From an optimization exercise on the open Yosys and OpenROAD flow, aimed at small area, a short achievable clock period and few clock cycles; shortcuts taken in it are not production practice.
Function was checked by simulation only, so behaviour that the tests miss may differ from the original.
No activity file was given, so power comes from the tool's default toggle rates.

==> inputs of run a <==
// chip8_cpu
module chip8_cpu (
    input wire clk,
    input wire reset,
    input wire [7:0] mem_data_in,
    input wire [15:0] key_pressed,
    output wire mem_read,
    output reg [11:0] mem_addr_out,
    output reg [7:0] mem_data_out,
    output reg mem_write
);
    reg        q_hi, q_lo, q_ld;
    reg        t_hi, t_lo, t_ld;
    reg        m_st, m_ld, m_bcd, m_key, m_res;
    reg [3:0]  i;            
    reg [3:0]  mx;           
    reg [11:0] pcs;          
    reg [7:0]  ir_hi, ir_lo;
    reg        ev;           
    reg [11:0] I;
    reg [7:0]  V[0:15];
    reg [11:0] stack[0:15];
    reg [3:0]  sp;
    reg [7:0]  delay_timer, sound_timer;
    reg [20:0] one_hz;       
    reg [15:0] lfsr;
    wire       dcy = t_lo;               
    wire [7:0] din = mem_data_in;
    wire       stream = !(m_st || m_ld || m_bcd || m_key || m_res);
    assign mem_read = !mem_write;        
    wire [3:0] xa = m_st ? i : ir_hi[3:0];
    wire [7:0] vx = V[xa];
    wire [7:0] vy = V[din[7:4]];
    reg  [7:0] opx, opy;
    always @(posedge clk) begin
        opx <= vx;
        opy <= vy;
    end
    reg  [3:0] key_idx;
    integer    k;
    always @(*) begin
        key_idx = 4'd0;
        for (k = 15; k >= 0; k = k - 1)
            if (key_pressed[k]) key_idx = k[3:0];
    end
    wire any_key = |key_pressed;
    function [9:0] bcd8;
        input [7:0] v;
        begin
            case (v)
                8'd0: bcd8 = {2'd0, 4'd0, 4'd0};
                8'd1: bcd8 = {2'd0, 4'd0, 4'd1};
                8'd2: bcd8 = {2'd0, 4'd0, 4'd2};
                8'd3: bcd8 = {2'd0, 4'd0, 4'd3};
                8'd4: bcd8 = {2'd0, 4'd0, 4'd4};
                8'd5: bcd8 = {2'd0, 4'd0, 4'd5};
                8'd6: bcd8 = {2'd0, 4'd0, 4'd6};
                8'd7: bcd8 = {2'd0, 4'd0, 4'd7};
  ...
Settings: LEC_CHECK=0, CAP_MARGIN=20, CORE_MARGIN=2, CORE_UTILIZATION=60, SETUP_SLACK_MARGIN=5, SLEW_MARGIN=20; clock period 12.0 ns.
run.sh (not shown) runs the stock make flow with config.mk's settings and CLKGATE_MAP_FILE= SYNTH_SCRIPT=/design/flow/synth_recipe.tcl, a recipe that flattens the netlist after the stock synthesis.
==> run b: changes against run a <==
--- a/flow/design.v
+++ b/flow/design.v
@@ -20,11 +20,11 @@
     reg [11:0] I;
     reg [7:0]  V[0:15];
     reg [11:0] stack[0:15];
     reg [3:0]  sp;
     reg [7:0]  delay_timer, sound_timer;
-    reg [20:0] one_hz;       
+    reg [20:0] one_hz;
     reg [15:0] lfsr;
     wire       dcy = t_lo;               
     wire [7:0] din = mem_data_in;
     wire       stream = !(m_st || m_ld || m_bcd || m_key || m_res);
     assign mem_read = !mem_write;        
@@ -429,19 +429,19 @@
             ev <= 1'b0;
             I <= 12'd0;
             sp <= 4'd0;
             delay_timer <= 8'd0;
             sound_timer <= 8'd0;
-            one_hz <= 21'h1FFFFF;
+            one_hz <= 21'd0;
             lfsr <= 16'hACE1;
         end else begin
-            if (one_hz == 21'h0E2A3E) begin
-                one_hz <= 21'h1FFFFF;
+            if (one_hz == 21'd833333) begin
+                one_hz <= 21'd0;
                 if (delay_timer != 8'd0) delay_timer <= delay_timer - 8'd1;
                 if (sound_timer != 8'd0) sound_timer <= sound_timer - 8'd1;
             end else begin
-                one_hz <= {one_hz[19:0], one_hz[20] ^ one_hz[18]};
+                one_hz <= one_hz + 21'd1;
             end
             ev <= dcy;
             t_hi <= q_hi && !(dcy && d_redir);
             t_lo <= q_lo && !e_skip && !e_bnn;
             t_ld <= q_ld;
- CORE_UTILIZATION: 60 -> 40
- SETUP_SLACK_MARGIN: 5 -> unset
==> comparison table <==
Final Skew: run b 0.03369 ns; run a 0.03145 ns
Fraction of final layout cells with drive strength greater than 1: run b 12.98%; run a 15.05%
Arrival time worst endpoint: run b 6.71 ns; run a 6.33 ns
Top layer reached by signal wires: run b met4; run a met5
Post-layout util: run b 45.88%; run a 67.24%
Sequential fraction of the synthesis area: run b 52.55%; run a 52.39%
GRT met1 Usage: run b 38.89%; run a 54.53%
Initial drt markers: run b 2399; run a 2952
Vias in the first global route: run b 19130; run a 19292
Max Fclk: run b 0.1616 GHz; run a 0.1718 GHz
Number of placed cells counting well taps: run b 3103; run a 2794
Global-route met3 utilization: run b 4.329%; run a 10.35%
Total Power: run b 7.678 mW; run a 7.742 mW
Met2 usage in global routing: run b 39.11%; run a 57.36%
Post-synthesis simple-gate area fraction: run b 11.98%; run a 12.41%
Share of the clock period used by the worst path after layout: run b 51.56%; run a 48.52%
Combinational share of power: run b 46.5%; run a 47.5%
Met1 routed wirelength after detailed routing: run b 38.44 mm; run a 33.15 mm
Multi-input gates: run b 1583; run a 1553
Floorplan row count: run b 92; run a 76
Signed area change from the synthesized netlist to the final layout: run b 12.87%; run a 11.25%
Status: run b complete, no violations; run a complete, no violations
Placement Setup Slack: run b 5.552 ns; run a 5.994 ns
Testbench counts of run a, summed over its fixed seeds: cycles 204,165.
Testbench counts of run b, summed over its fixed seeds: cycles 204,165.

========
==> 01-02: inputs <==
chip8_cpu, a different RTL version from the one above (not shown whole).
Settings: LEC_CHECK=0, CAP_MARGIN=20, CORE_MARGIN=2, CORE_UTILIZATION=40, SLEW_MARGIN=20; clock period 12.0 ns.
==> 02-06: changes against 01-02 <==
--- a/flow/config.mk
+++ b/flow/config.mk
@@ -7,5 +7,6 @@
 export LEC_CHECK = 0
 export CAP_MARGIN = 20
 export CORE_MARGIN = 2
-export CORE_UTILIZATION = 40
+export CORE_UTILIZATION = 60
+export SETUP_SLACK_MARGIN = 5
 export SLEW_MARGIN = 20
==> run summary <==
metric                                                                        01-02                02-06
Run status                                                           finished clean       finished clean
Worst R2R End                                                 V[15][1]$_SDFFE_PP0P_   V[10][6]$_DFFE_PP_
Post-route insts no fill                                                       3127                 2806
Vias after detailed routing                                                   19.5k                19.7k
TritonRoute pass-1 iters                                                          8                    6
Count of clock-net buffers in the final layout                                   63                   57
Effective utilization at floorplan                                            40.5%                61.0%
Leakage Power                                                               9.99 nW              9.82 nW
Psw                                                                         3.34 mW              3.36 mW
Part of the total power dissipated in sequential elements                     27.7%                28.4%
Die Height                                                                   254 um               208 um
Clk. pwr                                                                    1.66 mW              1.50 mW
Final standard cell utilization of the core                                   45.9%                67.7%
Maximum number of pins on one net before global-route repair                     55                   65
FF-to-FF Start                                                  mode[1]$_DFFE_PP0P_  mode[2]$_DFFE_PP0P_
Testbench counts of 01-02, summed over its fixed seeds: cycles 202,604.
Testbench counts of 02-06, summed over its fixed seeds: cycles 202,604.

-- what the ideal ports hide --
In the flow no input, the clock included, has a driving cell. The finished layouts below were timed again as built, in two steps. Step 1 (the two cells are an assumption about what drives the block):
set clk [get_ports {clk}]
set_driving_cell -lib_cell sky130_fd_sc_hd__clkbuf_16 $clk
set_driving_cell -lib_cell sky130_fd_sc_hd__buf_2 [delete_from_list [all_inputs] $clk]
Step 2 moves the port delays by t, midway between the first and last clock arrival at a register: inputs arrive t later, outputs are due t later. That takes back most of the time a late clock gives input paths. a / b / c = ideal ports / drivers / drivers and shift; a / b = the first two.
run | t (ns) | setup WS [ns] | worst hold slack (ns)
run a | 0.675 | 6.178 / 6.178 / 5.897 | 0.352 / 0.352 / 0.352
run b | 0.666 | 5.813 / 5.813 / 5.478 | 0.367 / 0.367 / 0.367
01-02 | 0.657 | 4.960 / 4.960 / 4.960 | 0.476 / 0.476 / 0.476
02-06 | 0.657 | 5.526 / 5.526 / 5.526 | 0.479 / 0.479 / 0.479
After both steps setup and hold are still met in every run listed. The setup slack of run b, which loses most, moves by 0.000 ns with the drivers and by -0.335 ns with both steps.
